This is an optimization exercise on Yosys and OpenROAD, whose aim is small area, not a production implementation. Function was checked by simulation only, so behaviour that the tests miss may differ from the original.

==> job 4514 <==
Design HD63701_Core, start of the top module:
module HD63701_Core(CLKx2, RST, NMI, IRQ, IRQ2_TIM, IRQ2_SCI, RW, AD, DO, DI);
  input CLKx2;
  wire CLKx2;
  input RST;
  wire RST;
  input NMI;
  wire NMI;
  input IRQ;
  wire IRQ;
  input IRQ2_TIM;
  wire IRQ2_TIM;
  input IRQ2_SCI;
  wire IRQ2_SCI;
  output RW;
  wire RW;
  output [15:0] AD;
  wire [15:0] AD;
  output [7:0] DO;
  reg [7:0] DO;
  input [7:0] DI;
  wire [7:0] DI;
  wire _0000_;
  wire _0001_;
  wire _0002_;
  wire _0003_;
  wire _0004_;
  wire _0005_;
  wire _0006_;
  wire _0007_;
  wire _0008_;
  wire _0009_;
  wire _0010_;
  wire _0011_;
  wire _0012_;
  wire _0013_;
  wire _0014_;
  wire _0015_;
  wire _0016_;
  wire _0017_;
  wire _0018_;
  wire _0019_;
  wire _0020_;
  wire _0021_;
  wire _0022_;
  wire _0023_;
  wire _0024_;
  wire _0025_;
  wire _0026_;
  wire _0027_;
  wire _0028_;
  wire _0029_;
  wire _0030_;
  wire _0031_;
  wire _0032_;
  wire _0033_;
  wire _0034_;
  wire _0035_;
  wire _0036_;
  wire _0037_;
  wire _0038_;
  wire _0039_;
  wire _0040_;
  wire _0041_;
  wire _0042_;
  wire _0043_;
  wire _0044_;
  wire _0045_;
  wire _0046_;
  wire _0047_;
  wire _0048_;
  wire _0049_;
  wire _0050_;
  wire _0051_;
  wire _0052_;
  wire _0053_;
  wire _0054_;
  wire _0055_;
  wire _0056_;
  wire _0057_;
  wire _0058_;
  wire _0059_;
  wire _0060_;
  wire _0061_;
  wire _0062_;
  wire _0063_;
  wire _0064_;
  wire _0065_;
  wire _0066_;
  wire _0067_;
  wire _0068_;
  wire _0069_;
  wire _0070_;
  wire _0071_;
  wire _0072_;
  wire _0073_;
  wire _0074_;
  wire _0075_;
  wire _0076_;
  wire _0077_;
  wire _0078_;
  wire _0079_;
  wire _0080_;
  wire _0081_;
  wire _0082_;
  wire _0083_;
  wire _0084_;
  wire _0085_;
  wire _0086_;
  wire _0087_;
  wire _0088_;
  wire _0089_;
  wire _0090_;
  wire _0091_;
  ...
Settings: LEC_CHECK=0, ABC_AREA=1, CAP_MARGIN=30, CORE_MARGIN=2, CORE_UTILIZATION=40, SLEW_MARGIN=20, SYNTH_MEMORY_MAX_BITS=65536, BUFFER_PORTS_ARGS=-buffer_cell sky130_fd_sc_hd__buf_1, CTS_ARGS=-sink_clustering_enable -repair_clock_nets -buf_list sky130_fd_sc_hd__clkbuf_8 -dont_use_dummy_load; clock period 13.0 ns.
standard.sh (not shown) runs the stock make flow with config.mk's settings and CLKGATE_MAP_FILE= SYNTH_SCRIPT=/design/flow/synth_recipe.tcl, a recipe that flattens the netlist after the stock synthesis.
==> flow/flow/run.sh <==
#!/bin/bash
# Own flow: the standard layout (standard.sh) with three changes:
#  - the combinational cells of the standard synthesis are re-mapped with
#    ABC's area mapper (flow/remap.sh); every flip-flop of the standard
#    synthesis is kept as it is (same instances, names and cell types) and
#    its output net keeps its name (flow/fixq.py);
#  - the port buffers that placement puts on every input and output are
#    sky130_fd_sc_hd__buf_1;
#  - clock tree synthesis uses sky130_fd_sc_hd__clkbuf_8 and no dummy loads.
# Each tool's output goes to a log file in this folder.
set -euo pipefail
R=orfs/results/sky130hd/HD63701_Core/base
LIB=${FLOW_HOME:-/OpenROAD-flow-scripts/flow}/platforms/sky130hd/lib/sky130_fd_sc_hd__tt_025C_1v80.lib
cat >> config.mk <<'EOC'
export BUFFER_PORTS_ARGS = -buffer_cell sky130_fd_sc_hd__buf_1
export CTS_ARGS = -sink_clustering_enable -repair_clock_nets -buf_list sky130_fd_sc_hd__clkbuf_8 -dont_use_dummy_load
EOC
bash standard.sh synth > standard_synth.log 2>&1
cp $R/1_2_yosys.v standard_1_2_yosys.v.log
bash flow/remap.sh $R/1_2_yosys.v remap_raw.v "$LIB" > remap.log 2>&1
python3 flow/fixq.py $R/1_2_yosys.v remap_raw.v remapped.v > fixq.log 2>&1
cp remapped.v $R/1_2_yosys.v
rm -f $R/1_synth.odb $R/1_synth.sdc
bash standard.sh > standard_finish.log 2>&1
==> flow/flow/fixq.py <==
#!/usr/bin/env python3
# usage: fixq.py orig.v remapped.v out.v
# Gives every flip-flop's output net in the remapped netlist the name it had
# in the original netlist (flip-flop instance names are already the same).
import re, sys
def flops(txt):
    d={}
    for m in re.finditer(r'(sky130_fd_sc_hd__(?:df|edf)\w*)\s+(\S+)\s*\((.*?)\);', txt, re.S):
        pins=dict((p,n) for p,n in re.findall(r'\.(\w+)\(([^()]*)\)', m.group(3)))
        d[m.group(2)]=(m.group(1), pins)
    return d
a=open(sys.argv[1]).read(); b=open(sys.argv[2]).read()
fa=flops(a); fb=flops(b)
assert set(fa)==set(fb), 'flop sets differ'
ren={}
for k in fa:
    assert fa[k][0]==fb[k][0], 'cell type differs for '+k
    for pin in ('Q','Q_N'):
        if pin in fa[k][1]:
            qa=fa[k][1][pin].strip(); qb=fb[k][1][pin].strip()
            if qa!=qb: ren[qb]=qa
def tok(n): return n+' ' if n.startswith('\\') else n
for qb,qa in ren.items():
    if re.search(re.escape(tok(qa)), b): print('warning: name in use', qa)
for qb,qa in ren.items():
    if qb.startswith('\\'):
        b=b.replace(qb+' ', qa+(' ' if qa.startswith('\\') else ''))
    else:
        b=re.sub(r'(?<![\w$\\])'+re.escape(qb)+r'(?![\w$])', qa, b)
open(sys.argv[3],'w').write(b)
print('renamed', len(ren), 'flop outputs')
==> flow/flow/remap.sh <==
#!/bin/bash
# usage: remap.sh in.v out.v LIB
# Re-maps the combinational cells of the standard synthesis netlist with
# ABC's area mapper (strash; dch -f; map -a).  Flip-flop cells and their
# instance names are kept exactly as the standard synthesis made them.
set -euo pipefail
IN=$1; OUT=$2; LIB=$3
YOSYS=$(command -v yosys || echo /OpenROAD-flow-scripts/tools/install/yosys/bin/yosys)
DONT="-dont_use sky130_fd_sc_hd__probe_p_8 -dont_use sky130_fd_sc_hd__probec_p_8 -dont_use sky130_fd_sc_hd__lpflow_*"
printf "strash\ndch -f\nmap -a\ntopo\n" > $OUT.abc
$YOSYS -l $OUT.yosys.log -p "
read_liberty -ignore_miss_func $LIB
read_verilog $IN
hierarchy -top HD63701_Core
blackbox sky130_fd_sc_hd__df* sky130_fd_sc_hd__edf*
flatten
opt -purge
abc -liberty $LIB $DONT -script $OUT.abc
opt_clean -purge
hilomap -singleton -hicell sky130_fd_sc_hd__conb_1 HI -locell sky130_fd_sc_hd__conb_1 LO
insbuf -buf sky130_fd_sc_hd__buf_4 A X
splitnets
opt_clean -purge
stat -liberty $LIB
write_verilog -noattr -nohex -nodec $OUT
" > /dev/null
==> job 1730: changes against job 4514 <==
==> flow/run.sh (new file) <==
#!/bin/bash
# synth_recipe.tcl (not shown) runs the flow's synth.tcl, then flattens the netlist and writes it again
# the make line also repeats each setting of config.mk as NAME=value (left out here)
make -C /OpenROAD-flow-scripts/flow DESIGN_CONFIG=/design/flow/config.mk WORK_HOME=/design/flow/orfs CLKGATE_MAP_FILE= SYNTH_SCRIPT=/design/flow/synth_recipe.tcl finish
Settings changed: BUFFER_PORTS_ARGS -buffer_cell sky130_fd_sc_hd__buf_1 to default, CTS_ARGS -sink_clustering_enable -repair_clock_nets -buf_list sky130_fd_sc_hd__clkbuf_8 -dont_use_dummy_load to default.
removed: flow/flow/run.sh
removed: flow/flow/fixq.py
removed: flow/flow/remap.sh
removed: flow/standard.sh
==> job 4571: changes against job 4514 <==
--- a/flow/flow/run.sh
+++ b/flow/flow/run.sh
@@ -2,5 +2,5 @@
 # Own flow: the standard layout (standard.sh) with three changes:
 #  - the combinational cells of the standard synthesis are re-mapped with
-#    ABC's area mapper (flow/remap.sh); every flip-flop of the standard
+#    ABC's &nf mapper with area recovery (flow/remap.sh); every flip-flop of the standard
 #    synthesis is kept as it is (same instances, names and cell types) and
 #    its output net keeps its name (flow/fixq.py);
--- a/flow/flow/remap.sh
+++ b/flow/flow/remap.sh
@@ -2,5 +2,5 @@
 # usage: remap.sh in.v out.v LIB
 # Re-maps the combinational cells of the standard synthesis netlist with
-# ABC's area mapper (strash; dch -f; map -a).  Flip-flop cells and their
+# ABC's &nf mapper with area recovery, twice over.  Flip-flop cells and their
 # instance names are kept exactly as the standard synthesis made them.
 set -euo pipefail
@@ -8,5 +8,5 @@
 YOSYS=$(command -v yosys || echo /OpenROAD-flow-scripts/tools/install/yosys/bin/yosys)
 DONT="-dont_use sky130_fd_sc_hd__probe_p_8 -dont_use sky130_fd_sc_hd__probec_p_8 -dont_use sky130_fd_sc_hd__lpflow_*"
-printf "strash\ndch -f\nmap -a\ntopo\n" > $OUT.abc
+printf "&get -n\n&dch -f\n&nf -R 1000\n&put\nstrash\n&get -n\n&dch -f\n&nf -R 1000\n&put\ntopo\n" > $OUT.abc
 $YOSYS -l $OUT.yosys.log -p "
 read_liberty -ignore_miss_func $LIB
Settings changed: CORE_UTILIZATION 40 to 35, PLACE_DENSITY from default to 0.42.
==> job 9860: changes against job 4514 <==
==> flow/run.sh (new file) <==
#!/bin/bash
# synth_recipe.tcl (not shown) runs the flow's synth.tcl, then flattens the netlist and writes it again
# the make line also repeats each setting of config.mk as NAME=value (left out here)
make -C /OpenROAD-flow-scripts/flow DESIGN_CONFIG=/design/flow/config.mk WORK_HOME=/design/flow/orfs CLKGATE_MAP_FILE= SYNTH_SCRIPT=/design/flow/synth_recipe.tcl finish
Settings changed: BUFFER_PORTS_ARGS -buffer_cell sky130_fd_sc_hd__buf_1 to default, CORE_UTILIZATION 40 to 55, CTS_ARGS -sink_clustering_enable -repair_clock_nets -buf_list sky130_fd_sc_hd__clkbuf_8 -dont_use_dummy_load to default.
removed: flow/flow/run.sh
removed: flow/flow/fixq.py
removed: flow/flow/remap.sh
removed: flow/standard.sh
==> results.txt <==
Outcome: job 9860 did not finish; job 1730 timing/DRC/antenna clean; job 4571 timing/DRC/antenna clean; job 4514 timing/DRC/antenna clean
Failing step: job 9860 global routing (5_1_grt); job 1730 -; job 4571 -; job 4514 -
Smallest hold slack: job 9860 -; job 1730 0.514 ns; job 4571 0.575 ns; job 4514 0.535 ns
Initial cell density of the core: job 9860 55.9%; job 1730 40.3%; job 4571 35.6%; job 4514 40.6%
Hold Fails Final Rpt: job 9860 -; job 1730 0; job 4571 0; job 4514 0
CP dominant cell by count: job 9860 -; job 1730 sky130_fd_sc_hd__fa_1; job 4571 sky130_fd_sc_hd__o21ai_0; job 4514 sky130_fd_sc_hd__nor2_1
Tightest Pin Transition: job 9860 -; job 1730 1.25 ns; job 4571 1.06 ns; job 4514 1.19 ns
Area enclosed by the die boundary: job 9860 -; job 1730 0.0472 mm2; job 4571 0.0479 mm2; job 4514 0.0442 mm2
Max Transition Viols Final: job 9860 -; job 1730 0; job 4571 0; job 4514 0
Number of synthesized register bits: job 9860 154; job 1730 154; job 4571 -; job 4514 -
Number of non-clock inverters in the layout: job 9860 -; job 1730 509; job 4571 54; job 4514 536
Combined area of the multi-input logic cells: job 9860 -; job 1730 0.0122 mm2; job 4571 0.0124 mm2; job 4514 0.0113 mm2
Die boundary width: job 9860 186 um; job 1730 217 um; job 4571 219 um; job 4514 210 um
Flip-flop cell with the highest count after synthesis: job 9860 sky130_fd_sc_hd__dfrtp_1; job 1730 sky130_fd_sc_hd__dfrtp_1; job 4571 -; job 4514 -
Worst setup path endpoint: job 9860 -; job 1730 AD[15]; job 4571 EXEC.rC_reg[1]; job 4514 AD[14]
Time the final worst path needs with I/O delays and setup: job 9860 -; job 1730 11.35 ns; job 4571 10.71 ns; job 4514 10.15 ns
Category of the worst setup path capture point: job 9860 -; job 1730 output pin; job 4571 register; job 4514 output pin

## what the ideal ports hide
The flow's constraints put no driver on any port. The routed layouts listed below were extracted and timed again, unchanged, in two steps. Step 1, drivers: a clkbuf_16 drives CLKx2 and a buf_2 each remaining input, both assumed. Step 2, shift: input delay + t, output delay - t, t = (earliest + latest rising clock arrival at the registers) / 2. This alone moves slack from input paths to output paths. a / b / c = ideal / step 1 / step 2; a / b = the first two.
run | t, ns | setup slack, ns | clock arrival spread, ns | slew at the worst register clock pin (ns) | worst data-port slew with drivers (ns)
job 4514 | 0.550 | 2.846 / 2.801 / 2.761 | 0.036 / 0.036 | 0.10 / 0.10 | 0.03
job 1730 | 0.550 | 1.646 / 1.587 / 2.137 | 0.015 / 0.015 | 0.08 / 0.08 | 0.07
job 4571 | 0.607 | 2.290 / 2.318 / 1.711 | 0.040 / 0.041 | 0.10 / 0.10 | 0.04
After both steps setup and hold are still met in every run listed. For job 4571, which loses most, drivers alone change the setup slack by +0.028 ns; drivers and shift together by -0.579 ns.
